Context: an optimization exercise on an open-source flow, tuned for small area. The choices shown serve that exercise and are no tape-out recipe.
Function was checked by simulation only, so behaviour that the tests miss may differ from the original.
The clock cells of runs 5 to 8 come from the design's own scripts or RTL, not from TritonCTS.
No driver is modelled on the clock port, so clock power and skew are understated where the tree is cut down; a real chip needs a root buffer or a tree.
Power figures rest on the tool's default switching activity, not on a simulated workload.

**constraint.sdc**
```tcl
create_clock -name core_clock -period 8.0 [get_ports {clk}]
set_input_delay 1.6000 -clock core_clock [delete_from_list [all_inputs] [get_ports {clk}]]
set_output_delay 1.6000 -clock core_clock [all_outputs]
set_load 0.01 [all_outputs]
```
**standard.sh**
```bash
#!/bin/bash
# synth_recipe.tcl (not shown) runs the flow's synth.tcl, then flattens the netlist and writes it again
# the make line also repeats each setting of config.mk as NAME=value (left out here)
make -C /OpenROAD-flow-scripts/flow DESIGN_CONFIG=/design/flow/config.mk WORK_HOME=/design/flow/orfs CLKGATE_MAP_FILE= SYNTH_SCRIPT=/design/flow/synth_recipe.tcl "${@:-finish}"
```
**flow/abc_deep.script**
```
strash
&get -n
&deepsyn -J 200 -S 1
&put
dch -f
map -a
topo
```
**flow/run.sh**
```bash
#!/bin/bash
# The standard layout (standard.sh), with these changes:
#  - synthesis is synth_recipe.tcl unchanged, except that yosys's abc runs
#    flow/abc_deep.script (area-oriented) instead of ORFS's speed script;
#  - port buffers are buf_1 instead of the buffer buffer_ports picks;
#  - CTS inserts no dummy loads.
# make's output goes to standard.log; ORFS writes each step's log under orfs/logs.
set -euo pipefail
export FLOW_FLOW_DIR=$PWD/flow
cat flow/abc_override.tcl synth_recipe.tcl > my_synth.tcl
export BUFFER_PORTS_ARGS="-buffer_cell sky130_fd_sc_hd__buf_1"
export CTS_ARGS="-sink_clustering_enable -repair_clock_nets -dont_use_dummy_load"
bash standard.sh SYNTH_SCRIPT=$PWD/my_synth.tcl finish > standard.log 2>&1
```
**design.v**
```verilog
module LCDTestor
(
	clk,rst_n,key_in,
	vga_r,vga_g,vga_b,
	vga_hsy,vga_vsy,vga_clk,vga_de,
	led,led1
);
input clk;
input rst_n, key_in;
output [7:0] vga_r;
output [7:0] vga_g;
output [7:0] vga_b;
output vga_hsy, vga_vsy;
output vga_clk, vga_de;
output reg led;
output reg led1;
reg run;
reg [23:0] cq;		 
localparam [23:0] CPOL = 24'haaaaaa;
wire [23:0] cyc = run ? (cq ^ CPOL) : 24'd1;
wire cyc_z = ~|cyc[22:0];
always @(posedge clk)
	cq <= {cyc[22:0], cyc[23]^cyc[22]^cyc[21]^cyc[16]^cyc_z} ^ CPOL;
always @(posedge clk or negedge rst_n)
	if (!rst_n) led1 <= 1'b0;
	else if (cyc_z & ~cyc[23]) led1 <= ~led1;
localparam [31:0] T0  = 32'hc6f68ac0;
localparam [31:0] POL = 32'haaaaaaaa;
reg key_now, key_pre;
wire key_neg = ~key_now & key_pre;
reg [31:0] tq;
wire [31:0] tb = run ? (tq ^ POL) : T0;
wire t_z = ~|tb[30:0];
wire t_fb = tb[31]^tb[21]^tb[1]^tb[0]^t_z;
reg ko, ko_d;
reg [3:0] sw;		 
always @(posedge clk)
	tq <= key_neg ? (T0 ^ POL) : ({tb[30:0], t_fb} ^ POL);
always @(posedge clk or negedge rst_n)
	if (!rst_n) begin
		run <= 1'b0;
		key_now <= 1'b1;
		key_pre <= 1'b1;
		ko <= 1'b0;
		ko_d <= 1'b0;
		led <= 1'b1;
		sw <= 4'd15;
	end else begin
		run <= 1'b1;
		key_now <= key_in;
		key_pre <= key_now;
		ko <= t_z & ~tb[31] & ~key_in;
		ko_d <= ko;
		if (ko) led <= ~led;
		if (ko_d | (&sw)) sw <= (sw == 4'd8) ? 4'd0 : sw + 4'd1;
	end
reg [11:0] r;
reg [9:0] v;
reg [1:0] band;		 
wire [12:0] r_inc = {1'b0, r} + 13'd1;
wire line_end = (r == 12'd1454);
wire v_last = v[9] & v[8] & v[5] & v[2] & v[0];	 
wire v_act = (v >= 10'd35) && (v < 10'd635);
wire [1:0] v_band = (v < 10'd185) ? 2'd0 : (v < 10'd335) ? 2'd1 : (v < 10'd485) ? 2'd2 : 2'd3;
always @(posedge clk or negedge rst_n)
	if (!rst_n) begin
		r <= 12'd1454;
		v <= 10'd805;
	end else begin
		r <= r_inc[11:0] | (r_inc[12] ? 12'd1408 : 12'd0);
		if (line_end) v <= v_last ? 10'd0 : v + 10'd1;
	end
always @(posedge clk)
	if (r == 12'd2047 && v_act) band <= v_band;
assign vga_clk = r[0];
assign vga_hsy = (r >= 12'd1455) && (r <= 12'd1726);
assign vga_vsy = (v < 10'd6);
assign vga_de  = r_inc[11] & v_act;
wire ld = r[11] & v_act;
wire [7:0] xv = ld ? r[10:3] : 8'hff;
wire [7:0] gv = {band, (ld ? r[10:8] : 3'b111), 3'b000};
reg [7:0] vr, vg, vb;
always @* begin
	case (sw)
	4'd0: begin vr = 8'hff; vg = 8'h00; vb = 8'h00; end
	4'd1: begin vr = 8'h00; vg = 8'hff; vb = 8'h00; end
	4'd2: begin vr = 8'h00; vg = 8'h00; vb = 8'hff; end
	4'd4: begin vr = 8'hff; vg = 8'hff; vb = 8'hff; end
	4'd5: begin vr = xv;    vg = 8'h00; vb = 8'h00; end
	4'd6: begin vr = 8'h00; vg = xv;    vb = 8'h00; end
	4'd7: begin vr = 8'h00; vg = 8'h00; vb = xv;    end
	4'd8: begin vr = gv;    vg = gv;    vb = gv;    end
	default: begin vr = 8'h00; vg = 8'h00; vb = 8'h00; end
	endcase
end
assign vga_r = vr;
assign vga_g = vg;
assign vga_b = vb;
endmodule
```
**config.mk**
```make
export PLATFORM = sky130hd
export DESIGN_NAME = LCDTestor
export DESIGN_NICKNAME = LCDTestor
export VERILOG_FILES = /design/flow/design.v
export SDC_FILE = /design/flow/constraint.sdc
export NUM_CORES = 4
export LEC_CHECK = 0
export CAP_MARGIN = 20
export CORE_MARGIN = 2
export CORE_UTILIZATION = 40
export SLEW_MARGIN = 20
```
**flow/abc_override.tcl**
```tcl
# Prepended to synth_recipe.tcl: run yosys's abc with flow/abc_deep.script
# (an area-oriented ABC script) in place of the script ORFS picks.
proc abc {args} {
  set i [lsearch -exact $args -script]
  if {$i >= 0} {
    set args [lreplace $args $i [expr {$i + 1}] -script $::env(FLOW_FLOW_DIR)/abc_deep.script]
  }
  yosys abc {*}$args
}
```
==> results.ini, run 1 <==
[timing]
tns_ns=0
min_period_over_period=0.518
setup_viol=0
worstMarginPinSlew_ns=0.847
max_freq_mhz=241
hold_viol=0
period_minus_slack_ns=4.15
rsz0062_at_grt=false
slew_viol_final=0
hold_ws_ns=0.369
fin_skew_ns=0.0271
relSlewSlack=0.433

[finish]
fin_nets=455
num-fill-cells=852
mostFrequentLayoutCell=nor2_1
drive_gt1_frac=0.0747
final_cells=550
area_delta_synth_final_pct=10.8
multi_input_area_sq_um=1350
final_cell_mix=nor2_1, dfxtp_1, nand2_1, clkinv_1, a21oi_1
regArea_sq_um=2030
diodes=0

[power]
powerDensity_nw_per_um2=189
leakagePower_uw=0.00149
peakVddDrop_v=0.0000951

[routing]
dr.pass1.iters=4
vias=2792
wire_per_inst_um=12.4
drt_iter0_drc=113
route.detailed.drc=0
routed_via_density=5.08
antenna_left=0
postRouteWirelength_um=6850

[floorplanning]
ioPinCount=33
row_count=34
dieWidth_um=98.0
die_h_um=98.0
core-area_sq_um=8640
die_area_sq_um=9600
start_util=0.409

[placed_design]
io_buffers=32
hpwl_um=5060
dp.cells=541
gp_congestion=0.858

[setup_path]
worstSetupStartpointType=flip-flop
criticalPathCategory=flip-flop to output port
required_ns=6.40
worstPathArrival_ns=2.55
worst_path_most_repeated_cell=nor2_1
crit_chain=clkinv_1 > nor2_1 > clkinv_1 > nor2_1 > clkinv_1 > o211ai_1 > nand2_1 > o21ai_0 > nor2_1 > nand2_1 > nor2_1 > o21ai_0 > buf_1
rrSetupSlack_ns=5.11
crit_fanout=8
cp_slowest_cell=dfrtp_1
slowest_delay_ns=0.39
endpoint_kind=output port

[cts]
cts_max_level=3
cts-hold-fix-buffers=0
clock-sinks=91
cts_post_setup_buffers_inserted=0
numCtsBuffers=9
clock_latency_ns=0.34
root_buffer=clkbuf_8
cts_tree=yes
clock_path_buffers=2
clk_pin_slew_ns=0.08
cts_resized=0

[grt]
gr-total-overflow=0
grt_pass1_wl_um=12100
antenna_found_initial=0
grt_usage=0.153
grt_pass1_vias=2723
grt_max_degree=34

[synthesis]
ys_ff_latch=91
syn_inst=401
yosysWarnings=1
synthesis.nets=412
synth_area_sq_um=3530
ys_types=32
yosysSeqAreaShare=0.575
avgSynthCellArea_sq_um=8.81

[flow_run]
cap_violations=0

[worst_hold_path]
min_path_type=flip-flop to flip-flop

[outcome]
outcome=complete, no violations

-- cell usage after synthesis --
library cell,count,area (sq um)
and2_2,1,7.51
o211ai_1,2,15.0
o21ai_0,24,120
conb_1,1,3.75
xor2_1,6,52.6
or2_2,1,6.26
nor3b_1,1,7.51
nor3_1,17,85.1
o22ai_1,2,12.5
a31oi_1,5,31.3
clkinv_1,42,158
o21bai_1,1,7.51
ha_1,8,100
dfxtp_1,56,1120
nor4_1,5,31.3
nand2_1,54,203
nand3b_1,1,7.51
nor4b_1,1,8.76
a2111oi_0,1,8.76
a21oi_1,41,205
a21boi_0,1,7.51
a211oi_1,1,7.51
nand3_1,7,35.0
o221ai_1,2,17.5
and3_2,1,7.51
nand4_1,11,68.8
edfxtp_1,2,60.1
xnor2_1,2,17.5
or4_2,1,8.76
dfstp_2,19,499
nor2_1,70,263
dfrtp_1,14,350
-- sequential cells by signal (all words and copies together), names as in the netlist, 2 cells and up --
name / cells
v: 10
tq: 32
band: 2
sw: 4
r: 12
cq: 24
-- critical path: cells and delay by family (launching register included) --
| family | cells | cell delay [ns] |
|---|---|---|
| flip-flops | 1 | 0.39 |
| AO/OA/AOI/OAI | 3 | 0.48 |
| AND/OR/NAND/NOR | 6 | 0.86 |
| buffers and inverters | 4 | 0.49 |
-- worst paths after layout --
path / from / to / cells past startpoint
worst max-delay path: v[3] / vga_r[6] / 13
worst max register to register: run / tq[7] / 4
worst min register to register: key_now / key_pre / 0
min in group asynchronous: rst_n / r[6] / 1
max in group asynchronous: rst_n / led1 / 1
worst min-delay path: key_now / key_pre / 0
-- metrics by stage --
stage	worst slack (ns)	power [uW]	util	area, sq um
3_3_place_gp	4.28	518	0.439	3790
5_1_grt	3.52	778	0.453	3920
3_5_place_dp	4.22	518	0.439	3790
2_1_floorplan	4.49	506	-	3530
6_report	3.85	742	0.453	3920
4_1_cts	3.82	754	0.453	3920
-- where the power goes --
part,switching [uW],internal [uW],leakage [uW],total (uW)
registers,10.6,473,0.000853,484
logic,15.7,8.48,0.000568,24.2
clock network,133,101,0.0000647,234
total,159,583,0.00149,742
-- cells by family after synthesis --
group / count (synthesis) / synth area share
simple gates: 171 / 0.209
flops: 91 / 0.575
compound gates: 80 / 0.122
buf+inv: 42 / 0.0446
xor+xnor: 8 / 0.0198
fa+ha+maj: 8 / 0.0283
other cells: 1 / 0.00106
-- final cells by class --
cell class	count	share of cell area
clock buffer	9	0.0316
inverter	42	0.0403
multi-input combinational	268	0.344
sequential	91	0.519
tap	108	0.0345
timing repair buffer	32	0.0310
-- routing by layer --
| metal | routed length [um] | GRT usage |
|---|---|---|
| met1 | 3260 | 0.197 |
| met2 | 3280 | 0.254 |
| met3 | 254 | 0.0351 |
| met4 | 45 | 0.0556 |
| met5 | 0 | 0 |
==> run 2, diff against run 1 <==
--- a/design.v
+++ b/design.v
@@ -14,7 +14,8 @@
 output vga_clk, vga_de;
 output reg led;
 output reg led1;
-reg run;
+reg [3:0] sw;		 
+wire run = ~&sw;
 reg [23:0] cq;		 
 localparam [23:0] CPOL = 24'haaaaaa;
 wire [23:0] cyc = run ? (cq ^ CPOL) : 24'd1;
@@ -33,26 +34,23 @@
 wire t_z = ~|tb[30:0];
 wire t_fb = tb[31]^tb[21]^tb[1]^tb[0]^t_z;
 reg ko, ko_d;
-reg [3:0] sw;		 
+always @(posedge clk)
+	ko_d <= ko;
 always @(posedge clk)
 	tq <= key_neg ? (T0 ^ POL) : ({tb[30:0], t_fb} ^ POL);
 always @(posedge clk or negedge rst_n)
 	if (!rst_n) begin
-		run <= 1'b0;
 		key_now <= 1'b1;
 		key_pre <= 1'b1;
 		ko <= 1'b0;
-		ko_d <= 1'b0;
 		led <= 1'b1;
 		sw <= 4'd15;
 	end else begin
-		run <= 1'b1;
 		key_now <= key_in;
 		key_pre <= key_now;
 		ko <= t_z & ~tb[31] & ~key_in;
-		ko_d <= ko;
 		if (ko) led <= ~led;
-		if (ko_d | (&sw)) sw <= (sw == 4'd8) ? 4'd0 : sw + 4'd1;
+		if (ko_d | ~run) sw <= (sw == 4'd8) ? 4'd0 : sw + 4'd1;
 	end
 reg [11:0] r;
 reg [9:0] v;
==> results.ini, run 2 <==
[outcome]
outcome=complete, no violations

[synthesis]
yosys-top-cells-count=nor2_1, dfxtp_1, clkinv_1
yosysTopAreaCellShare=0.325
synth_area_sq_um=3510
synth_edf_count=2
async_flop_share=0.344
avgSynthCellArea_sq_um=8.80
synth_largest_area_cell=dfxtp_1
yosysWarnings=1
synthesis.nets=410
syn_inst=399
synth_ff_type=dfxtp_1
ys_types=26
synth.most_common_cell=nor2_1
yosysSeqAreaShare=0.570
synth_area_leaders=dfxtp_1, dfstp_2, dfrtp_1
ys_ff_latch=90

[cts]
clock_path_buffers=2
clock-sinks=90
cts_resized=0
cts-hold-fix-buffers=0
cts_tree=yes
cts_max_level=3
clk_pin_slew_ns=0.09
numCtsBuffers=9
cts_post_setup_buffers_inserted=0
clock_latency_ns=0.36
root_buffer=clkbuf_8

[finish]
final_cell_mix=nor2_1, dfxtp_1, clkinv_1, a21oi_1, nand2_1
fin_nets=454
regArea_sq_um=2000
largest-register=tq
largestRegisters=tq x32, cq x24, r x12
multi_input_area_sq_um=1320
diodes=0
num-fill-cells=868
drive_gt1_frac=0.0726
mostFrequentLayoutCell=nor2_1
largest_reg_flops=32
area_delta_synth_final_pct=11.2

[grt]
grt_usage=0.154
gr-total-overflow=0
grt_pass1_wl_um=12000
grt_pass1_vias=2559
antenna_found_initial=0
grt_max_degree=32

[worst_hold_path]
whs_endpoint=cq[9]
hold_depth=1
min_path_type=flip-flop to flip-flop
hp-start=cq[8]

[floorplanning]
row_count=34
start_util=0.407
ioPinCount=33
die_area_sq_um=9550
dieWidth_um=97.7
die_h_um=97.7
core-area_sq_um=8640

[power]
leakagePower_uw=0.00156
peakVddDrop_v=0.000120
power.internal_uw=593
switching_share=0.221
p_comb_frac=0.041
p_switching_uw=168
powerDensity_nw_per_um2=195
p_clk_frac=0.310
p_seq_frac=0.649

[timing]
slew_viol_final=0
hold_ws_ns=0.376
fin_skew_ns=0.0275
rsz0062_at_grt=false
hold_viol=0
tns_ns=0
max_freq_mhz=225
setup_viol=0
period_minus_slack_ns=4.44
min_period_over_period=0.555
relSlewSlack=0.459
worstMarginPinSlew_ns=0.805

[setup_path]
crit_chain=ha_1 > nor2_1 > a21oi_1 > nor2_1 > a21oi_1 > clkinv_1 > nor2_1 > nand2_1 > nor2_1 > clkinv_1 > nor2_1 > o21ai_0 > buf_1
required_ns=6.40
endpoint_kind=output port
worstRegToRegCells=9
worstReg2RegStart=sw[2]
rrSetupSlack_ns=5.33
worstPathArrival_ns=2.84
slowest_delay_ns=0.54
crit_fanout=7
cp_slowest_cell=dfstp_2
worstSetupStartpointType=flip-flop
worst_path_most_repeated_cell=nor2_1
r2r-end=tq[0]
criticalPathCategory=flip-flop to output port

[placed_design]
gp_congestion=0.924
io_buffers=32
hpwl_um=5100

[routing]
wire_per_inst_um=12.8
route.detailed.drc=0
drt_iter0_drc=93
routed_via_density=5.02
vias=2758
dr.pass1.iters=4
postRouteWirelength_um=7010
antenna_left=0

[flow_run]
cap_violations=0

## run 2: cell types whose count changed after synthesis, moves of 2 or more
cell / delta
o211ai_1: -2
dfrtp_1: -2
nor2_1: -2
o221ai_1: -2
xor2_1: +2
o21a_1: +4
nor3_1: -4
o22ai_1: -2
o21ai_0: -3
clkinv_1: +10
nor4_1: +6
nand2_1: -12
a21oi_1: +8
a31oi_1: -2
## run 2: final cells by class
class / count / area share
Tap cell: 108 / 0.0346
Clock buffer: 9 / 0.0317
Sequential cell: 90 / 0.512
Timing Repair Buffer: 33 / 0.0330
Multi-Input combinational cell: 257 / 0.338
Inverter: 52 / 0.0500
## run 2: cells by family (layout without fill, tap and decap cells)
family          after synthesis  in the layout  share of synthesized area
simple gates                155            155                      0.191
flops                        90             90                      0.570
buf+inv                      52             94                     0.0556
compound gates               84             84                      0.130
xor+xnor                     10             10                     0.0249
fa+ha+maj                     8              8                     0.0285
## run 2: per-stage QoR
| stage | setup slack [ns] | total power, uW | cells | instance area [sq um] | utilization |
|---|---|---|---|---|---|
| global route | 3.18 | 801 | 549 | 3910 | 0.452 |
| finish | 3.56 | 762 | 549 | 3910 | 0.452 |
| detailed placement | 3.89 | 536 | 540 | 3780 | 0.438 |
| CTS | 3.52 | 773 | 549 | 3910 | 0.452 |
| global placement | 4.00 | 535 | 540 | 3780 | 0.438 |
| floorplan | 4.30 | 522 | 399 | 3510 | - |
## run 2: worst max-delay path: cells and delay by family, from the launching register on
| kind | cells | cell delay (ns) |
|---|---|---|
| buffers and inverters | 3 | 0.52 |
| and+or+nand+nor | 6 | 0.89 |
| adders and majority gates | 1 | 0.19 |
| AOI/OAI and AO/OA | 3 | 0.36 |
| DFF | 1 | 0.54 |
## run 2: worst max-delay path by stage
stage	startpoint	endpoint	slack (ns)	depth (start not counted)
floorplan	v[0]	vga_g[6]	4.30	12
global placement	v[0]	vga_r[3]	4.00	13
detailed placement	v[0]	vga_g[6]	3.89	13
CTS	v[0]	vga_g[6]	3.52	13
global route	v[0]	vga_g[4]	3.18	13
finish	v[0]	vga_g[7]	3.56	13
## run 2: metal layers
| metal | GRT usage | part of all wire | vias up |
|---|---|---|---|
| met2 | 0.238 | 0.45 | 53 |
| met4 | 0.0513 | 0.0097 | 0 |
| li1 | - | - | 1423 |
| met1 | 0.214 | 0.50 | 1276 |
| met3 | 0.0360 | 0.036 | 6 |
| met5 | 0 | 0 | - |
## run 2: power by group through the flow
stage / Sequential [uW] / Combinational (uW) / Clock, uW
detailed placement: 503 / 32.6 / 0
CTS: 494 / 32.5 / 246
floorplan: 499 / 23.2 / 0
global route: 497 / 38.3 / 265
global placement: 503 / 31.1 / 0
finish: 494 / 31.6 / 236
==> run 3, diff against run 2 <==
==> flow/abc_deep.script (replaced) <==
strash
&get -n
&deepsyn -J 200 -S 1
&dch -f
&nf -R 1000
&put
topo
--- a/config.mk
+++ b/config.mk
@@ -7,5 +7,6 @@
 export LEC_CHECK = 0
 export CAP_MARGIN = 20
 export CORE_MARGIN = 2
-export CORE_UTILIZATION = 40
+export CORE_UTILIZATION = 65
+export PLACE_DENSITY = 0.8
 export SLEW_MARGIN = 20
==> results.ini, run 3 <==
[outcome]
outcome=complete, no violations

[timing]
slew_viol_final=0
max_freq_mhz=234
worstMarginPinSlew_ns=0.860
rsz0062_at_grt=false
fin_skew_ns=0.0389
relSlewSlack=0.425
period_minus_slack_ns=4.27
hold_viol=0
setup_viol=0
tns_ns=0
min_period_over_period=0.533

[synthesis]
syn_inst=362
synth_edf_count=2
synth_largest_area_cell=dfxtp_1
ys_types=40
yosysTopAreaCellShare=0.330
yosysWarnings=1
async_flop_share=0.344
synth_ff_type=dfxtp_1
synth.most_common_cell=nor2_1
synth_area_leaders=dfxtp_1, dfstp_2, dfrtp_1
avgSynthCellArea_sq_um=9.55
synthesis.nets=373
yosysSeqAreaShare=0.579
yosys-top-cells-count=nor2_1, dfxtp_1, nand2_1
synth_area_sq_um=3460
ys_ff_latch=90

[finish]
num-fill-cells=382
fin_area_sq_um=3800
mostFrequentLayoutCell=nor2_1
largest-register=tq
fin_nets=417
drive_gt1_frac=0.0743
largest_reg_flops=32
largestRegisters=tq x32, cq x24, r x12
diodes=0
area_delta_synth_final_pct=9.84
final_cells=474
final_cell_mix=nor2_1, dfxtp_1, nand2_1, a21oi_1, buf_1

[cts]
clock_path_buffers=2
cts-hold-fix-buffers=0
cts_max_level=3
clock_latency_ns=0.36
numCtsBuffers=9
clock-sinks=90
clk_pin_slew_ns=0.10
cts_resized=0
root_buffer=clkbuf_8
cts_tree=yes
cts_post_setup_buffers_inserted=0

[flow_run]
cap_violations=0

[floorplanning]
core-area_sq_um=5110
dieWidth_um=76.9
ioPinCount=33
start_util=0.677
die_h_um=76.9
row_count=26
die_area_sq_um=5920

[worst_hold_path]
min_path_type=flip-flop to flip-flop
whs_endpoint=cq[11]
hold_depth=1
hp-start=cq[10]

[power]
powerDensity_nw_per_um2=198
peakVddDrop_v=0.000131
leakagePower_uw=0.00153

[setup_path]
worstPathArrival_ns=2.67
required_ns=6.40
criticalPathCategory=flip-flop to output port
crit_fanout=8
worstRegToRegCells=7
r2r-end=tq[0]
rrSetupSlack_ns=5.66
worstReg2RegStart=sw[1]
endpoint_kind=output port
worstSetupStartpointType=flip-flop

[placed_design]
dp.cells=465
hpwl_um=4590
io_buffers=32
gp_congestion=0.911
postPlaceCellArea_sq_um=3670

[grt]
grt_max_degree=32
grt_pass1_wl_um=11300
grt_usage=0.240
gr-total-overflow=0
grt_pass1_vias=2407
antenna_found_initial=0

[routing]
postRouteWirelength_um=6480
vias=2686
wire_per_inst_um=13.7
dr.pass1.iters=5
routed_via_density=5.67
route.detailed.drc=0
drt_iter0_drc=105
antenna_left=0

[run 3: cell types whose count changed in the layout (fill, tap and decap cells not counted), moves of 4 or more]
cell / delta
clkinv_1: -40
a21oi_1: -18
and3_1: +7
nand2_1: -7
nand2b_1: +6
nor3_1: -5
o21ai_0: +5
xnor2_1: +5
nand3_1: +4
[run 3: worst max path at each step]
stage	startpoint	end	slack, ns	depth (start not counted)
floorplan	sw[0]	vga_g[4]	4.44	7
CTS	sw[1]	vga_g[5]	3.73	8
global placement	sw[0]	vga_g[5]	4.25	8
detailed placement	sw[1]	vga_g[5]	4.12	8
global route	sw[1]	vga_b[5]	3.46	8
finish	sw[1]	vga_g[5]	3.73	8
[run 3: cell families after synthesis]
logic type	synth area share
AND/OR/NAND/NOR	0.225
XOR/XNOR	0.0304
buffers and inverters	0.0130
adder cells (fa/ha/maj)	0.0289
multiplexers	0.00615
AO/OA/AOI/OAI	0.118
flip-flops	0.579
[run 3: final cells by class]
type / count / area, sq um / share of cell area
Timing Repair Buffer: 33 / 129 / 0.0339
Tap cell: 70 / 87.6 / 0.0231
Multi-Input combinational cell: 260 / 1410 / 0.372
Inverter: 12 / 45.0 / 0.0119
Sequential cell: 90 / 2000 / 0.527
Clock buffer: 9 / 124 / 0.0326
[run 3: through the flow]
stage	total power, uW	setup WS [ns]	utilization	hold slack (ns)
6_report	752	3.73	0.744	0.369
2_1_floorplan	520	4.44	-	0.358
4_1_cts	760	3.73	0.744	0.370
3_3_place_gp	530	4.25	0.720	0.361
5_1_grt	784	3.46	0.744	0.383
3_5_place_dp	532	4.12	0.720	0.364
[run 3: critical path: stages, from the launching register on]
cell and delay (ns):
dfstp_2 0.40, clkinv_1 0.08, ha_1 0.16, clkinv_1 0.12, nor3b_1 0.69, a21boi_0 0.39, nor2_1 0.12, o21ai_0 0.19
buf_1 0.17
[run 3: routing by layer]
| metal | GRT usage | routed length (um) |
|---|---|---|
| met5 | 0 | 0 |
| met4 | 0.0891 | 86 |
| met3 | 0.0729 | 317 |
| met2 | 0.355 | 2980 |
| met1 | 0.336 | 3090 |
[run 3: where the power goes]
| group | switching [uW] | total, uW | internal, uW |
|---|---|---|---|
| Combinational | 16.5 | 28.4 | 11.9 |
| Clock | 129 | 229 | 101 |
| Sequential | 15.7 | 495 | 479 |
==> run 4, diff against run 3 <==
--- a/design.v
+++ b/design.v
@@ -14,8 +14,7 @@
 output vga_clk, vga_de;
 output reg led;
 output reg led1;
-reg [3:0] sw;		 
-wire run = ~&sw;
+reg run;
 reg [23:0] cq;		 
 localparam [23:0] CPOL = 24'haaaaaa;
 wire [23:0] cyc = run ? (cq ^ CPOL) : 24'd1;
@@ -34,45 +33,57 @@
 wire t_z = ~|tb[30:0];
 wire t_fb = tb[31]^tb[21]^tb[1]^tb[0]^t_z;
 reg ko, ko_d;
-always @(posedge clk)
-	ko_d <= ko;
+reg [3:0] sw;		 
 always @(posedge clk)
 	tq <= key_neg ? (T0 ^ POL) : ({tb[30:0], t_fb} ^ POL);
 always @(posedge clk or negedge rst_n)
 	if (!rst_n) begin
+		run <= 1'b0;
 		key_now <= 1'b1;
 		key_pre <= 1'b1;
 		ko <= 1'b0;
+		ko_d <= 1'b0;
 		led <= 1'b1;
 		sw <= 4'd15;
 	end else begin
+		run <= 1'b1;
 		key_now <= key_in;
 		key_pre <= key_now;
 		ko <= t_z & ~tb[31] & ~key_in;
+		ko_d <= ko;
 		if (ko) led <= ~led;
-		if (ko_d | ~run) sw <= (sw == 4'd8) ? 4'd0 : sw + 4'd1;
+		if (ko_d | (&sw)) sw <= (sw == 4'd8) ? 4'd0 : sw + 4'd1;
 	end
 reg [11:0] r;
-reg [9:0] v;
-reg [1:0] band;		 
 wire [12:0] r_inc = {1'b0, r} + 13'd1;
 wire line_end = (r == 12'd1454);
-wire v_last = v[9] & v[8] & v[5] & v[2] & v[0];	 
-wire v_act = (v >= 10'd35) && (v < 10'd635);
-wire [1:0] v_band = (v < 10'd185) ? 2'd0 : (v < 10'd335) ? 2'd1 : (v < 10'd485) ? 2'd2 : 2'd3;
+reg [2:0] s;
+reg [7:0] c;
+wire c_end = (c == 8'd149);
+wire [2:0] s_nx = (s == 3'd6) ? 3'd0 : s + 3'd1;
+wire [7:0] c_start = (s_nx == 3'd4) ? 8'd235 : (s_nx == 3'd5) ? 8'd144 :
+                     (s_nx == 3'd6) ? 8'd121 : 8'd0;
 always @(posedge clk or negedge rst_n)
 	if (!rst_n) begin
 		r <= 12'd1454;
-		v <= 10'd805;
+		s <= 3'd4;
+		c <= 8'd149;
 	end else begin
 		r <= r_inc[11:0] | (r_inc[12] ? 12'd1408 : 12'd0);
-		if (line_end) v <= v_last ? 10'd0 : v + 10'd1;
+		if (line_end) begin
+			if (c_end) begin
+				s <= s_nx;
+				c <= c_start;
+			end else
+				c <= c + 8'd1;
+		end
 	end
-always @(posedge clk)
-	if (r == 12'd2047 && v_act) band <= v_band;
+wire v_act = ~s[2];
+wire first = (c == 8'd0) & ~r[11] & (r >= 12'd1455);
+wire [1:0] band = s[2] ? 2'd3 : first ? s[1:0] - 2'd1 : s[1:0];
 assign vga_clk = r[0];
 assign vga_hsy = (r >= 12'd1455) && (r <= 12'd1726);
-assign vga_vsy = (v < 10'd6);
+assign vga_vsy = (s == 3'd5);
 assign vga_de  = r_inc[11] & v_act;
 wire ld = r[11] & v_act;
 wire [7:0] xv = ld ? r[10:3] : 8'hff;
==> flow/abc_deep.script (replaced) <==
strash
&get -n
&deepsyn -J 200 -S 1
&put
dch -f
map -a
topo
--- a/config.mk
+++ b/config.mk
@@ -7,6 +7,5 @@
 export LEC_CHECK = 0
 export CAP_MARGIN = 20
 export CORE_MARGIN = 2
-export CORE_UTILIZATION = 65
-export PLACE_DENSITY = 0.8
+export CORE_UTILIZATION = 40
 export SLEW_MARGIN = 20
==> results.ini, run 4 <==
[outcome]
outcome=complete, no violations

[synthesis]
synth_largest_area_cell=dfxtp_1
yosys-top-cells-count=nor2_1, dfxtp_1, nand2_1
avgSynthCellArea_sq_um=8.87
yosysSeqAreaShare=0.563
synthesis.nets=415
synth_edf_count=0
synth_area_leaders=dfxtp_1, dfstp_2, dfrtp_1
async_flop_share=0.378
yosysTopAreaCellShare=0.316
synth.most_common_cell=nor2_1
synth_area_sq_um=3550
yosysWarnings=1
ys_ff_latch=90
ys_types=28
syn_inst=400
synth_ff_type=dfxtp_1

[placed_design]
dp.cells=540
hpwl_um=5240
gp_congestion=0.841
io_buffers=32

[routing]
dr.pass1.iters=5
wire_per_inst_um=13.3
antenna_left=0
route.detailed.drc=0
vias=2811
routed_via_density=5.12
drt_iter0_drc=63
postRouteWirelength_um=7290

[grt]
grt_usage=0.157
grt_pass1_wl_um=12300
gr-total-overflow=0
grt_pass1_vias=2679
antenna_found_initial=0
grt_max_degree=35

[finish]
diodes=0
final_cells=549
area_delta_synth_final_pct=10.7
fin_nets=458
largest_reg_flops=32
multi_input_area_sq_um=1390
largestRegisters=tq x32, cq x24, r x12
final_cell_mix=nor2_1, nand2_1, dfxtp_1, clkinv_1, a21oi_1
drive_gt1_frac=0.0680
num-fill-cells=881
regArea_sq_um=2000
mostFrequentLayoutCell=nor2_1
largest-register=tq

[setup_path]
criticalPathCategory=flip-flop to output port
required_ns=6.40
cp_num_cells=10
endpoint_kind=output port
crit_buf_inv=1
critPathTopFamily=compound AO/OA/AOI/OAI gates
crit_chain=ha_1 > nand2_1 > o21ai_0 > a21oi_1 > o31ai_1 > a21boi_0 > o21ai_0 > o21ai_0 > a21oi_1 > buf_1
worst_path_most_repeated_cell=o21ai_0
worstSetupStartpointType=flip-flop
crit_fanout=4
worstPathArrival_ns=2.98
worstRegToRegCells=4
cp_slowest_cell=dfstp_2
slowest_delay_ns=0.56

[timing]
fin_skew_ns=0.0331
hold_ws_ns=0.373
relSlewSlack=0.444
period_minus_slack_ns=4.58
slew_viol_final=0
tns_ns=0
max_freq_mhz=218
hold_viol=0
setup_viol=0
worstMarginPinSlew_ns=0.834
rsz0062_at_grt=false
min_period_over_period=0.572

[power]
switching_share=0.218
leakagePower_uw=0.00151
p_seq_frac=0.647
p_switching_uw=161
powerDensity_nw_per_um2=188
p_comb_frac=0.034
p_clk_frac=0.319
power.internal_uw=577
peakVddDrop_v=0.000139

[floorplanning]
core-area_sq_um=8680
die_area_sq_um=9640
row_count=34
start_util=0.409
dieWidth_um=98.2
die_h_um=98.2
ioPinCount=33

[flow_run]
cap_violations=0

[cts]
clock-sinks=90
root_buffer=clkbuf_8
clk_pin_slew_ns=0.08
clock_path_buffers=2
cts-hold-fix-buffers=0
cts_post_setup_buffers_inserted=0
cts_tree=yes
cts_resized=0
cts_max_level=3
numCtsBuffers=9
clock_latency_ns=0.35

[worst_hold_path]
hold_depth=0
min_path_type=flip-flop to flip-flop

run 4: changes by cell type in the layout (fill, tap and decap cells not counted), moves of 6 or more:
cell      change
clkinv_1     +32
nand2_1      +21
a21oi_1      +10
and3_1        -7
nand2b_1      -6
run 4: layout make-up:
| class | count | area share |
|---|---|---|
| flip-flops and latches | 90 | 0.508 |
| multi-input cells | 266 | 0.353 |
| clock buffers | 9 | 0.0315 |
| inverters | 44 | 0.0421 |
| well taps | 108 | 0.0344 |
| repair buffers | 32 | 0.0309 |
run 4: worst reg2reg max path: stages (launching register included):
cell and delay [ns]:
dfrtp_1 0.86, clkinv_1 0.66, nor2_1 0.73, clkinv_1 0.45, nor2_1 0.19
run 4: per-stage QoR:
stage,utilization,worst slack [ns],cell area (sq um),power [uW]
after floorplan,-,4.34,3550,500
after CTS,0.453,3.44,3930,751
after global routing,0.453,3.25,3930,771
final,0.453,3.42,3930,738
after detailed placement,0.438,3.85,3800,512
after global placement,0.438,3.94,3800,512
run 4: worst paths after layout:
check	from	to	slack [ns]
max	r[1]	vga_r[6]	3.42
min	key_now	key_pre	0.37
max reg2reg	run	tq[31]	5.07
min reg2reg	key_now	key_pre	0.37
max in group asynchronous	rst_n	ko	6.11
min in group asynchronous	rst_n	r[4]	1.35
run 4: layer usage:
layer | wire length [um] | global-route usage
met5 | 0 | 0
met4 | 119 | 0.0537
met3 | 261 | 0.0408
met2 | 3510 | 0.257
met1 | 3400 | 0.203
run 4: cells by family after synthesis:
family,count (synthesis),share of synthesized area
adder cells (fa/ha/maj),12,0.0423
buffers and inverters,44,0.0466
AND/OR/NAND/NOR,163,0.198
AO/OA/AOI/OAI,77,0.117
flip-flops,90,0.563
XOR/XNOR,13,0.0321
other,1,0.00106
run 4: power by group through the flow:
stage	combinational (uW)	sequential [uW]	clock, uW
global placement	25.2	487	0
finish	24.9	478	236
CTS	25.7	478	248
floorplan	14.6	486	0
detailed placement	25.5	487	0
global route	29.1	480	262
==> run 5, diff against run 4 <==
--- a/design.v
+++ b/design.v
@@ -55,35 +55,26 @@
 		if (ko_d | (&sw)) sw <= (sw == 4'd8) ? 4'd0 : sw + 4'd1;
 	end
 reg [11:0] r;
+reg [9:0] v;
+reg [1:0] band;		 
 wire [12:0] r_inc = {1'b0, r} + 13'd1;
 wire line_end = (r == 12'd1454);
-reg [2:0] s;
-reg [7:0] c;
-wire c_end = (c == 8'd149);
-wire [2:0] s_nx = (s == 3'd6) ? 3'd0 : s + 3'd1;
-wire [7:0] c_start = (s_nx == 3'd4) ? 8'd235 : (s_nx == 3'd5) ? 8'd144 :
-                     (s_nx == 3'd6) ? 8'd121 : 8'd0;
+wire v_last = v[9] & v[8] & v[5] & v[2] & v[0];	 
+wire v_act = (v >= 10'd35) && (v < 10'd635);
+wire [1:0] v_band = (v < 10'd185) ? 2'd0 : (v < 10'd335) ? 2'd1 : (v < 10'd485) ? 2'd2 : 2'd3;
 always @(posedge clk or negedge rst_n)
 	if (!rst_n) begin
 		r <= 12'd1454;
-		s <= 3'd4;
-		c <= 8'd149;
+		v <= 10'd805;
 	end else begin
 		r <= r_inc[11:0] | (r_inc[12] ? 12'd1408 : 12'd0);
-		if (line_end) begin
-			if (c_end) begin
-				s <= s_nx;
-				c <= c_start;
-			end else
-				c <= c + 8'd1;
-		end
+		if (line_end) v <= v_last ? 10'd0 : v + 10'd1;
 	end
-wire v_act = ~s[2];
-wire first = (c == 8'd0) & ~r[11] & (r >= 12'd1455);
-wire [1:0] band = s[2] ? 2'd3 : first ? s[1:0] - 2'd1 : s[1:0];
+always @(posedge clk)
+	if (r == 12'd2047 && v_act) band <= v_band;
 assign vga_clk = r[0];
 assign vga_hsy = (r >= 12'd1455) && (r <= 12'd1726);
-assign vga_vsy = (s == 3'd5);
+assign vga_vsy = (v < 10'd6);
 assign vga_de  = r_inc[11] & v_act;
 wire ld = r[11] & v_act;
 wire [7:0] xv = ld ? r[10:3] : 8'hff;
--- a/flow/run.sh
+++ b/flow/run.sh
@@ -10,4 +10,7 @@
 cat flow/abc_override.tcl synth_recipe.tcl > my_synth.tcl
 export BUFFER_PORTS_ARGS="-buffer_cell sky130_fd_sc_hd__buf_1"
 export CTS_ARGS="-sink_clustering_enable -repair_clock_nets -dont_use_dummy_load"
+export POST_CTS_TCL=$PWD/flow/post_cts.tcl
+export CLK_LEAVES=4
+export CLK_LEAF_BUF=sky130_fd_sc_hd__clkbuf_16
 bash standard.sh SYNTH_SCRIPT=$PWD/my_synth.tcl finish > standard.log 2>&1
==> flow/collapse.tcl (new file) <==
# Rebuild the clock network as nleaf buffers of type buf, each driven
# straight from the clock port and each driving one cluster of clock
# sinks (k-means on the sink locations); the buffers CTS made are removed.
proc collapse_clock_tree { nleaf buf } {
  set block [ord::get_db_block]
  set master [[ord::get_db] findMaster $buf]
  set clknet [$block findNet clk]
  # CTS's buffers and dummy loads
  set old {}
  foreach inst [$block getInsts] {
    set n [$inst getName]
    if {[string match "clkbuf_*" $n] || [string match "clkload*" $n]} { lappend old $inst }
  }
  # clock sinks: every CLK pin
  set sinks {}
  foreach inst [$block getInsts] {
    set it [$inst findITerm CLK]
    if {$it != "NULL" && [$it getNet] != "NULL"} {
      set bb [$inst getBBox]
      lappend sinks [list [expr {([$bb xMin] + [$bb xMax]) / 2.0}] [expr {([$bb yMin] + [$bb yMax]) / 2.0}] $it]
    }
  }
  foreach b $old {
    set onet "NULL"
    set x [$b findITerm X]
    if {$x != "NULL"} { set onet [$x getNet] }
    foreach it [$b getITerms] { if {[$it getNet] != "NULL"} { $it disconnect } }
    odb::dbInst_destroy $b
    if {$onet != "NULL" && $onet != $clknet} { odb::dbNet_destroy $onet }
  }
  # k-means, centers seeded along x
  set s [lsort -real -index 0 $sinks]
  set n [llength $s]
  set cx {}; set cy {}
  for {set k 0} {$k < $nleaf} {incr k} {
    set p [lindex $s [expr {int(($k + 0.5) * $n / $nleaf)}]]
    lappend cx [lindex $p 0]; lappend cy [lindex $p 1]
  }
  for {set iter 0} {$iter < 30} {incr iter} {
    set asg {}
    foreach p $s {
      set best 0; set bd 1e30
      for {set k 0} {$k < $nleaf} {incr k} {
        set d [expr {abs([lindex $p 0] - [lindex $cx $k]) + abs([lindex $p 1] - [lindex $cy $k])}]
        if {$d < $bd} { set bd $d; set best $k }
      }
      lappend asg $best
    }
    set ncx {}; set ncy {}
    for {set k 0} {$k < $nleaf} {incr k} {
      set sx 0; set sy 0; set m 0
      foreach p $s a $asg { if {$a == $k} { set sx [expr {$sx + [lindex $p 0]}]; set sy [expr {$sy + [lindex $p 1]}]; incr m } }
      if {$m > 0} { lappend ncx [expr {$sx / $m}]; lappend ncy [expr {$sy / $m}] } else { lappend ncx [lindex $cx $k]; lappend ncy [lindex $cy $k] }
    }
    set cx $ncx; set cy $ncy
  }
  for {set k 0} {$k < $nleaf} {incr k} {
    set net [odb::dbNet_create $block "clknet_leaf_$k"]
    $net setSigType CLOCK
    set inst [odb::dbInst_create $block $master "clkbuf_leaf_$k"]
    [$inst findITerm A] connect $clknet
    [$inst findITerm X] connect $net
    set m 0
    foreach p $s a $asg {
      if {$a == $k} {
        set it [lindex $p 2]
        $it disconnect
        $it connect $net
        incr m
      }
    }
    $inst setLocation [expr {int([lindex $cx $k])}] [expr {int([lindex $cy $k])}]
    $inst setPlacementStatus PLACED
    puts "clock leaf $k: $m sinks"
  }
}
==> flow/post_cts.tcl (new file) <==
# POST_CTS hook: replace the CTS tree by a few leaf buffers fed from the
# clock port, then legalize and repair hold.
source $::env(FLOW_FLOW_DIR)/collapse.tcl
collapse_clock_tree $::env(CLK_LEAVES) $::env(CLK_LEAF_BUF)
detailed_placement
estimate_parasitics -placement
repair_timing -hold -hold_margin 0.05
detailed_placement
check_placement -verbose
report_clock_skew
==> results.ini, run 5 <==
[finish]
final_cell_mix=nor2_1, dfxtp_1, nand2_1, clkinv_1, a21oi_1
mostFrequentLayoutCell=nor2_1
multi_input_area_sq_um=1350
area_delta_synth_final_pct=10.1
fin_area_sq_um=3890
regArea_sq_um=2030
drive_gt1_frac=0.0641
largest-register=tq
largest_reg_flops=32
fin_nets=450
largestRegisters=tq x32, cq x24, r x12
diodes=0
num-fill-cells=849
utilization=0.451
final_cells=545

[synthesis]
synth_edf_count=2
synth_area_leaders=dfxtp_1, dfstp_2, dfrtp_1
ys_types=32
synth_largest_area_cell=dfxtp_1
async_flop_share=0.363
yosysTopAreaCellShare=0.317
ys_ff_latch=91
synth_ff_type=dfxtp_1
yosysWarnings=1
synth.most_common_cell=nor2_1
synth_area_sq_um=3530
yosys-top-cells-count=nor2_1, dfxtp_1, nand2_1
avgSynthCellArea_sq_um=8.81
yosysSeqAreaShare=0.575
synthesis.nets=412
syn_inst=401

[routing]
wire_per_inst_um=12.5
routed_via_density=5.11
postRouteWirelength_um=6800
dr.pass1.iters=4
route.detailed.drc=0
vias=2784
antenna_left=0
drt_iter0_drc=71

[cts]
clock-sinks=91
clk_pin_slew_ns=0.11
clock_latency_ns=0.17

[setup_path]
cp_slowest_cell=dfrtp_1
endpoint_kind=output port
crit_buf_inv=4
crit_chain=clkinv_1 > nor2_1 > clkinv_1 > nor2_1 > clkinv_1 > o211ai_1 > nand2_1 > o21ai_0 > nor2_1 > nand2_1 > nor2_1 > o21ai_0 > buf_1
slowest_delay_ns=0.41
criticalPathCategory=flip-flop to output port
worstPathArrival_ns=2.39
worstReg2RegStart=run
worst_path_most_repeated_cell=nor2_1
worstRegToRegCells=4
worstSetupStartpointType=flip-flop
critPathTopFamily=simple AND/OR/NAND/NOR gates
rrSetupSlack_ns=5.09
r2r-end=tq[7]
crit_fanout=8
required_ns=6.40

[floorplanning]
start_util=0.409
row_count=34
die_area_sq_um=9600
dieWidth_um=98.0
core-area_sq_um=8640
ioPinCount=33
die_h_um=98.0

[power]
p_switching_uw=137
switching_share=0.193
powerDensity_nw_per_um2=182
leakagePower_uw=0.00147
p_clk_frac=0.284
power.internal_uw=573
p_seq_frac=0.682
peakVddDrop_v=0.000145
p_comb_frac=0.034

[placed_design]
dp.cells=541
postPlaceCellArea_sq_um=3790
hpwl_um=5060
gp_congestion=0.858
io_buffers=32
pre_cts_ws_ns=4.22

[timing]
period_minus_slack_ns=3.99
slew_viol_final=0
relSlewSlack=0.449
fin_skew_ns=0.0369
setup_viol=0
max_freq_mhz=250
tns_ns=0
rsz0062_at_grt=false
min_period_over_period=0.499
hold_viol=0
setup_ws_ns=4.01
worstMarginPinSlew_ns=0.824

[grt]
grt_usage=0.150
grt_max_degree=35
antenna_found_initial=0
gr-total-overflow=0
grt_pass1_vias=2699
grt_pass1_wl_um=12000

[worst_hold_path]
whs_endpoint=key_pre
hold_depth=0
min_path_type=flip-flop to flip-flop
hp-start=key_now

[outcome]
outcome=complete, no violations

[flow_run]
cap_violations=0

## run 5: cell types whose count changed after synthesis, moves of 3 or more
cell,before,now
xor2_1,9,6
nand3_1,14,7
nor3_1,8,17
ha_1,12,8
nor2_1,62,70
nor4_1,11,5
## run 5: worst register-to-register path, delay by kind of cell (launching register included)
family | cells | cell delay, ns
simple gates | 2 | 0.89
flops | 1 | 0.87
buf+inv | 2 | 1.08
## run 5: worst max-delay path by stage
stage / from / to / depth (start not counted)
final: v[3] / vga_r[6] / 13
after global routing: v[3] / vga_r[4] / 13
after detailed placement: v[3] / vga_r[7] / 13
after global placement: v[3] / vga_r[6] / 13
after floorplan: v[5] / vga_r[6] / 10
## run 5: kinds of logic after synthesis
kind of cell / Yosys count / synth area share
XOR/XNOR: 8 / 0.0198
buffers and inverters: 42 / 0.0446
flip-flops: 91 / 0.575
AO/OA/AOI/OAI: 80 / 0.122
AND/OR/NAND/NOR: 171 / 0.209
other: 1 / 0.00106
adder cells (fa/ha/maj): 8 / 0.0283
## run 5: layout make-up
type / count / share of cell area
Buffer: 4 / 0.0257
Multi-Input combinational cell: 268 / 0.346
Inverter: 42 / 0.0405
Timing Repair Buffer: 32 / 0.0312
Tap cell: 108 / 0.0347
Sequential cell: 91 / 0.522
## run 5: metrics by stage
stage	total power, uW	hold slack, ns
finish	710	0.368
global route	736	0.377
detailed placement	518	0.357
global placement	518	0.356
floorplan	506	0.354
## run 5: power groups by stage
stage	clock network, uW	logic [uW]	registers [uW]
global placement	0	24.5	493
finish	201	24.2	484
global route	222	27.5	486
floorplan	0	14.0	492
detailed placement	0	25.0	493
## run 5: per-layer routing
metal	share of wire	routed length [um]	global-route usage	up-vias
met1	0.47	3200	0.192	1302
met2	0.48	3250	0.253	48
li1	-	-	-	1426
met5	0	0	0	-
met3	0.034	230	0.0243	8
met4	0.018	125	0.0588	0
==> run 6, diff against run 5 <==
--- a/design.v
+++ b/design.v
@@ -14,7 +14,8 @@
 output vga_clk, vga_de;
 output reg led;
 output reg led1;
-reg run;
+reg [3:0] sw;		 
+wire run = ~&sw;
 reg [23:0] cq;		 
 localparam [23:0] CPOL = 24'haaaaaa;
 wire [23:0] cyc = run ? (cq ^ CPOL) : 24'd1;
@@ -33,26 +34,23 @@
 wire t_z = ~|tb[30:0];
 wire t_fb = tb[31]^tb[21]^tb[1]^tb[0]^t_z;
 reg ko, ko_d;
-reg [3:0] sw;		 
+always @(posedge clk)
+	ko_d <= ko;
 always @(posedge clk)
 	tq <= key_neg ? (T0 ^ POL) : ({tb[30:0], t_fb} ^ POL);
 always @(posedge clk or negedge rst_n)
 	if (!rst_n) begin
-		run <= 1'b0;
 		key_now <= 1'b1;
 		key_pre <= 1'b1;
 		ko <= 1'b0;
-		ko_d <= 1'b0;
 		led <= 1'b1;
 		sw <= 4'd15;
 	end else begin
-		run <= 1'b1;
 		key_now <= key_in;
 		key_pre <= key_now;
 		ko <= t_z & ~tb[31] & ~key_in;
-		ko_d <= ko;
 		if (ko) led <= ~led;
-		if (ko_d | (&sw)) sw <= (sw == 4'd8) ? 4'd0 : sw + 4'd1;
+		if (ko_d | ~run) sw <= (sw == 4'd8) ? 4'd0 : sw + 4'd1;
 	end
 reg [11:0] r;
 reg [9:0] v;
--- a/flow/collapse.tcl
+++ b/flow/collapse.tcl
@@ -54,6 +54,38 @@
     }
     set cx $ncx; set cy $ncy
   }
+  # balance: capacity-limited greedy assignment to the k-means centers,
+  # most constrained sinks (largest regret) first
+  set cap [expr {($n + $nleaf - 1) / $nleaf}]
+  set order {}
+  set idx 0
+  foreach p $s {
+    set ds {}
+    for {set k 0} {$k < $nleaf} {incr k} {
+      lappend ds [expr {abs([lindex $p 0] - [lindex $cx $k]) + abs([lindex $p 1] - [lindex $cy $k])}]
+    }
+    set sd [lsort -real $ds]
+    lappend order [list $idx [expr {[lindex $sd 1] - [lindex $sd 0]}] $ds]
+    incr idx
+  }
+  set order [lsort -real -decreasing -index 1 $order]
+  for {set k 0} {$k < $nleaf} {incr k} { set cnt($k) 0 }
+  set asg [lrepeat $n 0]
+  foreach o $order {
+    set ds [lindex $o 2]
+    set best -1; set bd 1e30
+    for {set k 0} {$k < $nleaf} {incr k} {
+      if {$cnt($k) < $cap && [lindex $ds $k] < $bd} { set bd [lindex $ds $k]; set best $k }
+    }
+    lset asg [lindex $o 0] $best
+    incr cnt($best)
+  }
+  # buffer at the centroid of its sinks
+  for {set k 0} {$k < $nleaf} {incr k} {
+    set sx 0; set sy 0; set m 0
+    foreach p $s a $asg { if {$a == $k} { set sx [expr {$sx + [lindex $p 0]}]; set sy [expr {$sy + [lindex $p 1]}]; incr m } }
+    if {$m > 0} { lset cx $k [expr {$sx / $m}]; lset cy $k [expr {$sy / $m}] }
+  }
   for {set k 0} {$k < $nleaf} {incr k} {
     set net [odb::dbNet_create $block "clknet_leaf_$k"]
     $net setSigType CLOCK
==> results.ini, run 6 <==
[outcome]
outcome=complete, no violations

[synthesis]
muxShareOfSynthArea=0
yosys-top-cells-count=nor2_1, dfxtp_1, clkinv_1
yosysTopAreaCellShare=0.325
synth_area_sq_um=3510
async_flop_share=0.344
synth_compound_area_frac=0.130
synthesis.nets=410
ys_types=26
synth_ff_type=dfxtp_1
yosys.area_share.simple=0.191
synth_area_leaders=dfxtp_1, dfstp_2, dfrtp_1
synth_edf_count=2
synth.most_common_cell=nor2_1
avgSynthCellArea_sq_um=8.80
synth_largest_area_cell=dfxtp_1
yosysSeqAreaShare=0.570
syn_inst=399
synthAdderAreaFrac=0.0285
synth_top_family_by_area=simple AND/OR/NAND/NOR gates
yosysWarnings=1
ys_ff_latch=90
synth_xor_area_frac=0.0249

[finish]
drive_gt1_frac=0.0619
final_cell_mix=nor2_1, dfxtp_1, clkinv_1, a21oi_1, nand2_1
fin_nets=449
area_delta_synth_final_pct=10.5
fin_area_sq_um=3880
largestRegisters=tq x32, cq x24, r x12
mostFrequentLayoutCell=nor2_1
largest_reg_flops=32
largest-register=tq
num-fill-cells=865
diodes=0
final_cells=544

[grt]
antenna_found_initial=0
grt_pass1_wl_um=11900
grt_usage=0.151
grt_max_degree=32
gr-total-overflow=0
grt_pass1_vias=2533

[setup_path]
worstReg2RegStart=sw[2]
criticalPathCategory=flip-flop to output port
crit_fanout=7
crit_path_end=vga_r[3]
worstSetupStartpointType=flip-flop
required_ns=6.40
r2r-end=tq[0]
worstRegToRegCells=9
endpoint_kind=output port
rrSetupSlack_ns=5.37
startpoint=v[0]
worstPathArrival_ns=2.68

[power]
p_switching_uw=145
power.internal_uw=584
leakagePower_uw=0.00154
powerDensity_nw_per_um2=188
p_clk_frac=0.279
switching_share=0.199
p_comb_frac=0.043
p_seq_frac=0.678
peakVddDrop_v=0.000233

[floorplanning]
die_h_um=97.7
row_count=34
core-area_sq_um=8640
ioPinCount=33
dieWidth_um=97.7
die_area_sq_um=9550
start_util=0.407

[routing]
dr.pass1.iters=4
wire_per_inst_um=12.8
drt_iter0_drc=105
vias=2758
dr_wl_met3_um=272
routed_via_density=5.07
m1WireLength_um=3530
wl_met2_um=3100
antenna_left=0
route.detailed.drc=0
topRoutingLayerUsed=met4
postRouteWirelength_um=6970

[cts]
clock_latency_ns=0.15
clock-sinks=90
clk_pin_slew_ns=0.09

[timing]
worstMarginPinSlew_ns=0.803
max_freq_mhz=234
fin_skew_ns=0.00912
setup_viol=0
tns_ns=0
slew_viol_final=0
rsz0062_at_grt=false
hold_viol=0
min_period_over_period=0.534
relSlewSlack=0.461
period_minus_slack_ns=4.28

[placed_design]
gp_congestion=0.924
postPlaceCellArea_sq_um=3780
hpwl_um=5100
io_buffers=32
dp.cells=540

[flow_run]
cap_violations=0

[worst_hold_path]
min_path_type=flip-flop to flip-flop

run 6: cell count changes after synthesis, moves of 3 or more:
cell	before	now
clkinv_1	42	52
a21oi_1	41	49
nor4_1	5	11
nand2_1	54	42
nor3_1	17	13
o21ai_0	24	21
o21a_1	0	4
run 6: power by group through the flow:
stage / sequential (uW) / combinational (uW) / clock, uW
2_1_floorplan: 499 / 23.2 / 0
3_3_place_gp: 503 / 31.1 / 0
3_5_place_dp: 503 / 32.6 / 0
5_1_grt: 497 / 38.3 / 228
6_report: 494 / 31.6 / 203
run 6: how the worst min path moves through the flow:
stage	end	start	slack (ns)	cells past startpoint
after floorplan	key_pre	key_now	0.35	0
after global placement	key_pre	key_now	0.36	0
after detailed placement	key_pre	key_now	0.36	0
after global routing	key_pre	key_now	0.39	0
final	key_pre	key_now	0.38	0
run 6: logic make-up (layout without fill, tap and decap cells):
logic type      Yosys count  in the layout
compound gates           84             84
xor+xnor                 10             10
fa+ha+maj                 8              8
buf+inv                  52             89
flops                    90             90
simple gates            155            155
run 6: worst max-delay path, stage by stage (launching register included):
cell and delay [ns]:
dfstp_2 0.56, ha_1 0.19, nor2_1 0.08, a21oi_1 0.13
nor2_1 0.05, a21oi_1 0.12, clkinv_1 0.12, nor2_1 0.15
nand2_1 0.09, nor2_1 0.32, clkinv_1 0.26, nor2_1 0.22
o21ai_0 0.10, buf_1 0.14
run 6: per-stage QoR:
step | util | power (uW) | setup WS (ns) | hold WS, ns
5_1_grt | 0.449 | 763 | 3.35 | 0.386
2_1_floorplan | - | 522 | 4.30 | 0.354
3_5_place_dp | 0.438 | 536 | 3.89 | 0.358
6_report | 0.449 | 729 | 3.72 | 0.380
3_3_place_gp | 0.438 | 535 | 4.00 | 0.356
run 6: area by class of cell:
cell class	count	area, sq um	area share
sequential	90	2000	0.515
multi-input combinational	257	1320	0.340
inverter	52	195	0.0503
tap	108	135	0.0348
timing repair buffer	33	129	0.0332
buffer	4	100	0.0258
run 6: metal layers:
| metal | up-vias | GRT usage |
|---|---|---|
| met5 | - | 0 |
| met4 | 0 | 0.0321 |
| met3 | 4 | 0.0360 |
| met2 | 51 | 0.243 |
| met1 | 1284 | 0.211 |
| li1 | 1419 | - |
==> run 7, diff against run 6 <==
--- a/flow/run.sh
+++ b/flow/run.sh
@@ -11,6 +11,6 @@
 export BUFFER_PORTS_ARGS="-buffer_cell sky130_fd_sc_hd__buf_1"
 export CTS_ARGS="-sink_clustering_enable -repair_clock_nets -dont_use_dummy_load"
 export POST_CTS_TCL=$PWD/flow/post_cts.tcl
-export CLK_LEAVES=4
+export CLK_LEAVES=3
 export CLK_LEAF_BUF=sky130_fd_sc_hd__clkbuf_16
 bash standard.sh SYNTH_SCRIPT=$PWD/my_synth.tcl finish > standard.log 2>&1
--- a/config.mk
+++ b/config.mk
@@ -7,5 +7,6 @@
 export LEC_CHECK = 0
 export CAP_MARGIN = 20
 export CORE_MARGIN = 2
-export CORE_UTILIZATION = 40
+export CORE_UTILIZATION = 65
+export PLACE_DENSITY = 0.8
 export SLEW_MARGIN = 20
==> results.ini, run 7 <==
[outcome]
outcome=complete, no violations

[grt]
grt_pass1_wl_um=12000
grt_pass1_vias=2697
grt_max_degree=32
antenna_found_initial=0
grt_usage=0.245
gr-total-overflow=0

[finish]
fin_area_sq_um=3810
fin_nets=448
mostFrequentLayoutCell=nor2_1
largestRegisters=tq x32, cq x24, r x12
drive_gt1_frac=0.0598
final_cell_mix=nor2_1, dfxtp_1, clkinv_1, a21oi_1, nand2_1
area_delta_synth_final_pct=8.44
diodes=0
largest-register=tq
utilization=0.736
largest_reg_flops=32

[setup_path]
startpoint=v[0]
cp_slowest_cell=dfstp_2
slowest_delay_ns=0.56
worstRegToRegCells=10
rrSetupSlack_ns=5.33
criticalPathCategory=flip-flop to output port
endpoint_kind=output port
crit_chain=ha_1 > nor2_1 > a21oi_1 > nor2_1 > a21oi_1 > clkinv_1 > nor2_1 > nand2_1 > nor2_1 > clkinv_1 > nor2_1 > o21ai_0 > buf_1
worst_path_most_repeated_cell=nor2_1
r2r-end=tq[0]
worstPathArrival_ns=2.80
worstSetupStartpointType=flip-flop
required_ns=6.40
worstReg2RegStart=sw[0]
crit_fanout=7

[synthesis]
synth_compound_area_frac=0.130
synth_area_sq_um=3510
synthAdderAreaFrac=0.0285
synth_xor_area_frac=0.0249
avgSynthCellArea_sq_um=8.80
ys_types=26
synth_ff_type=dfxtp_1
synth_area_leaders=dfxtp_1, dfstp_2, dfrtp_1
yosys.area_share.simple=0.191
ys_ff_latch=90
yosysWarnings=1
synth_edf_count=2
async_flop_share=0.344
yosysTopAreaCellShare=0.325
synth_largest_area_cell=dfxtp_1
synth.most_common_cell=nor2_1
yosys-top-cells-count=nor2_1, dfxtp_1, clkinv_1
syn_inst=399
synthesis.nets=410
synth_top_family_by_area=simple AND/OR/NAND/NOR gates
yosysSeqAreaShare=0.570
muxShareOfSynthArea=0

[floorplanning]
row_count=26
die_h_um=77.5
die_area_sq_um=6010
ioPinCount=33
start_util=0.679
core-area_sq_um=5170
dieWidth_um=77.5

[timing]
min_period_over_period=0.551
period_minus_slack_ns=4.40
setup_viol=0
slew_viol_final=0
hold_ws_ns=0.375
hold_viol=0
worstMarginPinSlew_ns=0.773
rsz0062_at_grt=false
fin_skew_ns=0.0115
relSlewSlack=0.485
max_freq_mhz=227
tns_ns=0

[power]
leakagePower_uw=0.00153
powerDensity_nw_per_um2=184
peakVddDrop_v=0.000241

[routing]
route.detailed.drc=0
drt_iter0_drc=203
postRouteWirelength_um=6910
wire_per_inst_um=13.7
dr.pass1.iters=5
antenna_left=0
vias=2847
routed_via_density=5.64

[flow_run]
cap_violations=0

[worst_hold_path]
whs_endpoint=key_pre
hold_depth=0
hp-start=key_now
min_path_type=flip-flop to flip-flop

[placed_design]
gp_congestion=0.908
postPlaceCellArea_sq_um=3730
io_buffers=32
hpwl_um=4950

[cts]
clock-sinks=90
clk_pin_slew_ns=0.11
clock_latency_ns=0.17

-- run 7: cell counts after synthesis --
No cell type changed its count.
-- run 7: logic make-up (layout without fill, tap and decap cells) --
family / count (synthesis) / after routing
AND/OR/NAND/NOR: 155 / 155
AO/OA/AOI/OAI: 84 / 84
buffers and inverters: 52 / 88
adder cells (fa/ha/maj): 8 / 8
flip-flops: 90 / 90
XOR/XNOR: 10 / 10
-- run 7: worst max path at each step --
stage	endpoint	slack [ns]	cells past startpoint
2_1_floorplan	vga_g[6]	4.30	12
3_3_place_gp	vga_r[3]	4.04	13
3_5_place_dp	vga_r[4]	3.89	13
5_1_grt	vga_b[7]	3.33	13
6_report	vga_r[4]	3.60	13
-- run 7: routing by layer --
layer	GRT usage	routed length, um	up-vias
met3	0.0407	318	9
li1	-	-	1414
met5	0	0	-
met2	0.410	3270	99
met1	0.334	3220	1325
met4	0.0643	95	0
-- run 7: worst max-delay path, delay by kind of cell (launching register included) --
family | cells | cell delay [ns]
buf+inv | 3 | 0.50
compound gates | 3 | 0.38
flops | 1 | 0.56
fa+ha+maj | 1 | 0.20
simple gates | 6 | 1.00
-- run 7: final cells by class --
type / instances / area (sq um)
Multi-Input combinational cell: 257 / 1320
Tap cell: 70 / 87.6
Sequential cell: 90 / 2000
Timing Repair Buffer: 33 / 129
Fill cell: 386 / 1360
Inverter: 52 / 195
Buffer: 3 / 75.1
-- run 7: per-stage QoR --
step	instances	setup WS, ns	power (uW)
after floorplan	399	4.30	522
after global placement	502	4.04	533
after detailed placement	502	3.89	536
after global routing	505	3.33	728
final	505	3.60	702
-- run 7: where the power goes --
part	leakage, uW	switching, uW	internal (uW)
clock	0.0000370	105	69.5
combinational	0.000652	17.8	13.7
sequential	0.000843	17.0	479
==> run 8, diff against run 7 <==
==> flow/abc_deep.script (replaced) <==
strash
&get -n
&deepsyn -J 200 -S 1
&dch -f
&nf -R 1000
&put
topo
==> results.ini, run 8 <==
[timing]
worstMarginPinSlew_ns=0.913
min_period_over_period=0.513
hold_viol=0
slew_viol_final=0
setup_viol=0
rsz0062_at_grt=false
relSlewSlack=0.390
fin_skew_ns=0.00597
tns_ns=0
max_freq_mhz=244
period_minus_slack_ns=4.10

[floorplanning]
start_util=0.677
die_area_sq_um=5920
row_count=26
core-area_sq_um=5110
ioPinCount=33
dieWidth_um=76.9
die_h_um=76.9

[power]
leakagePower_uw=0.00150
switching_share=0.197
power.internal_uw=560
p_switching_uw=137
powerDensity_nw_per_um2=186
p_seq_frac=0.709
peakVddDrop_v=0.000154
p_clk_frac=0.251
p_comb_frac=0.041

[setup_path]
endpoint_kind=output port
worstPathArrival_ns=2.50
required_ns=6.40
cp_slowest_cell=nor3b_1
worstRegToRegCells=7
crit_chain=clkinv_1 > ha_1 > clkinv_1 > nor3b_1 > a21boi_0 > nor2_1 > o21ai_0 > buf_1
worstReg2RegStart=sw[0]
crit_fanout=8
worstSetupStartpointType=flip-flop
rrSetupSlack_ns=5.60
criticalPathCategory=flip-flop to output port
worst_path_most_repeated_cell=clkinv_1
r2r-end=tq[0]
slowest_delay_ns=0.70

[finish]
largest_reg_flops=32
multi_input_area_sq_um=1410
largest-register=tq
fin_nets=411
final_cell_mix=nor2_1, dfxtp_1, nand2_1, a21oi_1, buf_1
regArea_sq_um=2000
num-fill-cells=375
mostFrequentLayoutCell=nor2_1
final_cells=468
diodes=0
area_delta_synth_final_pct=8.43
largestRegisters=tq x32, cq x24, r x12
drive_gt1_frac=0.0603

[worst_hold_path]
hp-start=key_now
whs_endpoint=key_pre
min_path_type=flip-flop to flip-flop
hold_depth=0

[routing]
dr.pass1.iters=5
wire_per_inst_um=13.9
route.detailed.drc=0
drt_iter0_drc=147
vias=2697
routed_via_density=5.76
antenna_left=0
postRouteWirelength_um=6490

[cts]
clock-sinks=90
clock_latency_ns=0.17
clk_pin_slew_ns=0.10

[placed_design]
dp.cells=465
gp_congestion=0.911
io_buffers=32
hpwl_um=4590

[synthesis]
yosysSeqAreaShare=0.579
ys_types=40
synth_area_leaders=dfxtp_1, dfstp_2, dfrtp_1
synth_compound_area_frac=0.118
ys_ff_latch=90
synth_xor_area_frac=0.0304
synthAdderAreaFrac=0.0289
synthesis.nets=373
yosysTopAreaCellShare=0.330
yosys.area_share.simple=0.225
synth.most_common_cell=nor2_1
yosys-top-cells-count=nor2_1, dfxtp_1, nand2_1
syn_inst=362
async_flop_share=0.344
synth_area_sq_um=3460
synth_top_family_by_area=simple AND/OR/NAND/NOR gates
synth_largest_area_cell=dfxtp_1
synth_edf_count=2
yosysWarnings=1
synth_ff_type=dfxtp_1
avgSynthCellArea_sq_um=9.55
muxShareOfSynthArea=0.00615

[grt]
antenna_found_initial=0
grt_pass1_vias=2389
grt_max_degree=32
grt_pass1_wl_um=11200
gr-total-overflow=0
grt_usage=0.229

[flow_run]
cap_violations=0

[outcome]
outcome=complete, no violations

## run 8: cell types whose count changed after synthesis, moves of 6 or more
cell	previous run	this run
a21oi_1	49	31
and3_1	0	7
clkinv_1	52	12
nand2_1	42	35
nand2b_1	0	6
nor3_1	13	7
## run 8: kinds of logic (layout without fill, tap and decap cells)
group / count (synthesis) / after routing
flops: 90 / 90
compound gates: 73 / 73
simple gates: 165 / 165
xor+xnor: 12 / 12
fa+ha+maj: 8 / 8
buf+inv: 12 / 48
mux: 2 / 2
## run 8: layer usage
metal,wire (um),vias up,track usage
li1,-,1345,-
met1,3080,1270,0.334
met2,3060,76,0.368
met3,284,6,0.0294
met4,65,0,0.0491
met5,0,-,0
## run 8: how the worst max path moves through the flow
stage | slack, ns | start | depth (start not counted) | end
after floorplan | 4.44 | sw[0] | 7 | vga_g[4]
after global placement | 4.25 | sw[0] | 8 | vga_g[5]
after detailed placement | 4.12 | sw[1] | 8 | vga_g[5]
after global routing | 3.66 | sw[1] | 8 | vga_b[5]
final | 3.90 | sw[1] | 8 | vga_g[5]
## run 8: final cells by class
cell class                 instances  area share
sequential                        90       0.534
multi-input combinational        260       0.377
timing repair buffer              33      0.0344
tap                               70      0.0234
buffer                             3      0.0200
inverter                          12      0.0120
## run 8: power by group through the flow
stage | Combinational [uW] | Clock [uW] | Sequential [uW]
floorplan | 20.4 | 0 | 499
global placement | 27.7 | 0 | 503
detailed placement | 28.7 | 0 | 504
global route | 33.3 | 193 | 498
finish | 28.3 | 175 | 494
## run 8: per-stage QoR
step                      setup WS, ns  hold slack, ns  power [uW]  cell area (sq um)   util
after floorplan                   4.44           0.358         520               3460      -
after global placement            4.25           0.361         530               3670  0.720
after detailed placement          4.12           0.364         532               3670  0.720
after global routing              3.66           0.390         724               3750  0.734
final                             3.90           0.378         697               3750  0.734
## run 8: worst max-delay path: cells and delay by family (launching register included)
kind	cells	cell delay, ns
flip-flops	1	0.41
adder cells (fa/ha/maj)	1	0.16
buffers and inverters	3	0.37
AO/OA/AOI/OAI	2	0.58
AND/OR/NAND/NOR	2	0.82

-- afterwards: timing with drivers on the ports --
Ports are ideal in the flow. The routed layouts listed here were re-timed in OpenROAD. Step 1: set_driving_cell puts a clkbuf_16 on clk and a buf_2 on each other input, an assumption about the parent block. Step 2 times the ports against the registers' clock, not the clock port: input delays grow and output delays shrink by t, the midpoint of the rising clock arrivals with the driver on. Slacks: ideal / step 1 / step 2; pairs: ideal / step 1.
run	t (ns)	slack for setup (ns)	latest minus earliest clock arrival (ns)	slew at the worst register clock pin (ns)
run 1	0.361	3.854 / 3.824 / 4.185	0.048 / 0.048	0.11 / 0.11
run 2	0.371	3.564 / 3.533 / 3.905	0.029 / 0.029	0.10 / 0.10
run 3	0.371	3.733 / 3.703 / 4.075	0.039 / 0.039	0.10 / 0.10
run 4	0.367	3.423 / 3.393 / 3.760	0.033 / 0.034	0.09 / 0.09
run 5	0.237	4.005 / 3.922 / 4.160	0.039 / 0.039	0.12 / 0.12
run 6	0.228	3.725 / 3.647 / 3.874	0.010 / 0.011	0.09 / 0.09
run 7	0.227	3.595 / 3.532 / 3.759	0.013 / 0.013	0.11 / 0.11
run 8	0.223	3.898 / 3.840 / 4.062	0.010 / 0.009	0.11 / 0.11
After both steps setup and hold are still met in every run listed.
